Background: an optimization exercise with open tools, aiming at small area, a short achievable clock period and few clock cycles. Do not read the settings as production practice.
RTL that was checked went through simulation tests only; none was proved equivalent to the original.
No activity file was given, so power comes from the tool's default toggle rates.

// core
module core (
    input  logic clk,
    input  logic rst_n,
    input  logic [31:0] dmem_rdata,
    output logic [31:0] dmem_wdata,
    output logic [31:0] dmem_addr,
    output logic        dmem_wen,
    output logic  [3:0] dmem_wr_mask,
    input  logic [31:0] imem_rdata,
    output logic [31:0] imem_addr
);
For scale: roughly 5000 cells after synthesis, about 1200 flip-flops, ~170 I/O pins.
Settings: LEC_CHECK=0, ABC_CLOCK_PERIOD_IN_PS=5000, CAP_MARGIN=20, CORE_MARGIN=2, CORE_UTILIZATION=50, SETUP_SLACK_MARGIN=5, SLEW_MARGIN=20; clock period 12.0 ns.
run.sh (not shown) runs the stock make flow with config.mk's settings and CLKGATE_MAP_FILE= SYNTH_SCRIPT=/design/flow/synth_recipe.tcl, a recipe that flattens the netlist after the stock synthesis.
The baseline finished with timing, DRC and antenna clean.
==> next run, changes <==
==> flow/flow/run.sh (new file) <==
#!/bin/bash
# Layout flow: the standard ORFS flow (standard.sh, unchanged synthesis) with
# stronger timing repair. Extra make variables:
#   SETUP_SLACK_MARGIN  repair setup slack beyond the clock period's (target below)
#   MATCH_CELL_FOOTPRINT=0  let repair resize cells across footprints
#   BUFFER_PORTS_ARGS   buffer every port with a plain buffer cell
# Each tool's output goes to the ORFS logs under orfs/logs; make's own output to flow_make.log.
set -euo pipefail
MARGIN=$(cat flow/margin.txt)
EXTRA="SETUP_SLACK_MARGIN=$MARGIN MATCH_CELL_FOOTPRINT=0 'BUFFER_PORTS_ARGS=-buffer_cell sky130_fd_sc_hd__buf_4'"
sed -e "s|CLKGATE_MAP_FILE= |CLKGATE_MAP_FILE= $EXTRA |" standard.sh > flow_standard.sh
grep -q "SETUP_SLACK_MARGIN=$MARGIN" flow_standard.sh
bash flow_standard.sh > flow_make.log 2>&1
test -f out/final.def
==> flow/flow/margin.txt (new file) <==
6
==> flow/standard.sh (new file) <==
#!/bin/bash
# synth_recipe.tcl (not shown) runs the flow's synth.tcl, then flattens the netlist and writes it again
# the make line also repeats each setting of config.mk as NAME=value (left out here)
make -C /OpenROAD-flow-scripts/flow DESIGN_CONFIG=/design/flow/config.mk WORK_HOME=/design/flow/orfs CLKGATE_MAP_FILE= SYNTH_SCRIPT=/design/flow/synth_recipe.tcl "${@:-finish}"
Settings changed: ABC_CLOCK_PERIOD_IN_PS 5000 to not set, CORE_UTILIZATION 50 to 40, SETUP_SLACK_MARGIN 5 to not set.
removed: flow/run.sh
The changed run produced a clean layout.
Worst setup slack gets better by 0.53 ns.
Final cell count rises by a little under a tenth.
Die area increases by a quarter to a third.
Cell area grows by a few percent.
Non-clock buffer count went up by 66.
Power climbs slightly.
==> next run, changes <==
==> flow/run.sh (new file) <==
#!/bin/bash
# synth_recipe.tcl (not shown) runs the flow's synth.tcl, then flattens the netlist and writes it again
# the make line also repeats each setting of config.mk as NAME=value (left out here)
make -C /OpenROAD-flow-scripts/flow DESIGN_CONFIG=/design/flow/config.mk WORK_HOME=/design/flow/orfs CLKGATE_MAP_FILE= SYNTH_SCRIPT=/design/flow/synth_recipe.tcl finish
Settings changed: CORE_UTILIZATION 40 to 50, SETUP_SLACK_MARGIN set to 0.2.
removed: flow/flow/run.sh
removed: flow/flow/margin.txt
removed: flow/standard.sh
Result: The new run finished clean. Design area fell by a few percent. Global-route usage rose by 9.5 points. Core utilization rose by 9.3 points. Hold slack gains 0.073 ns. Die area fell by about a fifth. Area after synthesis is unchanged. Via count fell by a few percent. Non-clock buffer count fell by 147.
No run of this note included a check of the RTL's function; only the layout flow was run.


## gamma
Another version of the RTL of core (not shown whole).
For scale: roughly 5200 cells after synthesis, roughly 0.061 sq mm of cells after synthesis.
==> flow/config.mk <==
export PLATFORM = sky130hd
export DESIGN_NAME = core
export DESIGN_NICKNAME = core
export VERILOG_FILES = /design/flow/design.v
export SDC_FILE = /design/flow/constraint.sdc
export NUM_CORES = 4
export LEC_CHECK = 0
export CAP_MARGIN = 20
export CORE_MARGIN = 2
export CORE_UTILIZATION = 45
export SLEW_MARGIN = 20
==> flow/constraint.sdc <==
create_clock -name core_clock -period 12.0 [get_ports {clk}]
set_input_delay 2.4000 -clock core_clock [delete_from_list [all_inputs] [get_ports {clk}]]
set_output_delay 2.4000 -clock core_clock [all_outputs]
set_load 0.01 [all_outputs]
standard.sh (not shown) runs the stock make flow with config.mk's settings and CLKGATE_MAP_FILE= SYNTH_SCRIPT=/design/flow/synth_recipe.tcl, a recipe that flattens the netlist after the stock synthesis.
==> flow/flow/run.sh <==
#!/bin/bash
# Layout flow: the standard ORFS flow (standard.sh, unchanged synthesis) with
# stronger timing repair and a smaller clock tree. Extra make variables:
#   SETUP_SLACK_MARGIN  repair setup slack beyond the clock period's (flow/margin.txt)
#   MATCH_CELL_FOOTPRINT=0  let repair resize cells across footprints
#   BUFFER_PORTS_ARGS   buffer every port with a plain buffer cell
#   CTS_ARGS            larger sink clusters, no dummy loads
# Each tool's output goes to the ORFS logs under orfs/logs; make's own output to flow_make.log.
set -euo pipefail
MARGIN=$(cat flow/margin.txt)
EXTRA="SETUP_SLACK_MARGIN=$MARGIN MATCH_CELL_FOOTPRINT=0 'BUFFER_PORTS_ARGS=-buffer_cell sky130_fd_sc_hd__buf_4'"
EXTRA="$EXTRA 'CTS_ARGS=-sink_clustering_enable -repair_clock_nets -dont_use_dummy_load -sink_clustering_size 40 -sink_clustering_max_diameter 60'"
sed -e "s|CLKGATE_MAP_FILE= |CLKGATE_MAP_FILE= $EXTRA |" standard.sh > flow_standard.sh
grep -q "SETUP_SLACK_MARGIN=$MARGIN" flow_standard.sh
bash flow_standard.sh > flow_make.log 2>&1
test -f out/final.def
==> flow/flow/margin.txt <==
7.5
Testbench counts of gamma, summed over its fixed seeds: cycles 76,389.
## Diff of input files: delta against gamma
- CORE_UTILIZATION changed from 45 to 40
==> flow/flow/margin.txt <==
7.65
Notes after the runs:
On final number of setup-violating endpoints, gamma and delta are basically level. delta has depth of the critical timing path with buffers and inverters included above what gamma had. The final reports for delta and gamma show power density relative to cell area lower in the former. Compared to gamma, delta shows a wider setup margin. Hold slack delta (delta − gamma): favourable.

## re-timing with driven ports
No port has a modelled driver above. Below, the same layouts with a new extraction and two added sets of constraints.
Step 1: set_driving_cell puts a clkbuf_16 on clk and a buf_2 on each other input, an assumption about the parent block.
Step 2 adds t to the input delays and takes it off the output delays; t is the mean of the earliest and latest rising clock arrival at the registers after step 1. Input paths then give back, and output paths get back, about the clock's delay inside the block.
Three values: no drivers, after step 1, after step 2; two values: the first two.
| run | t (ns) | slack for setup (ns) | pins driven straight from the clock port |
|---|---|---|---|
| the first run of note 1 | 0.815 | 4.798 / 4.851 / 4.036 | 1 |
| the second run of note 1 | 0.843 | 5.328 / 5.249 / 5.198 | 1 |
| the third run of note 1 | 0.818 | 1.985 / 1.906 / 2.724 | 1 |
| gamma | 0.826 | 7.324 / 7.327 / 6.501 | 1 |
| delta | 0.817 | 7.482 / 7.412 / 6.595 | 1 |
After both steps setup and hold are still met in every run listed. The setup slack of delta, which loses most, moves by -0.070 ns with the drivers and by -0.887 ns with both steps.
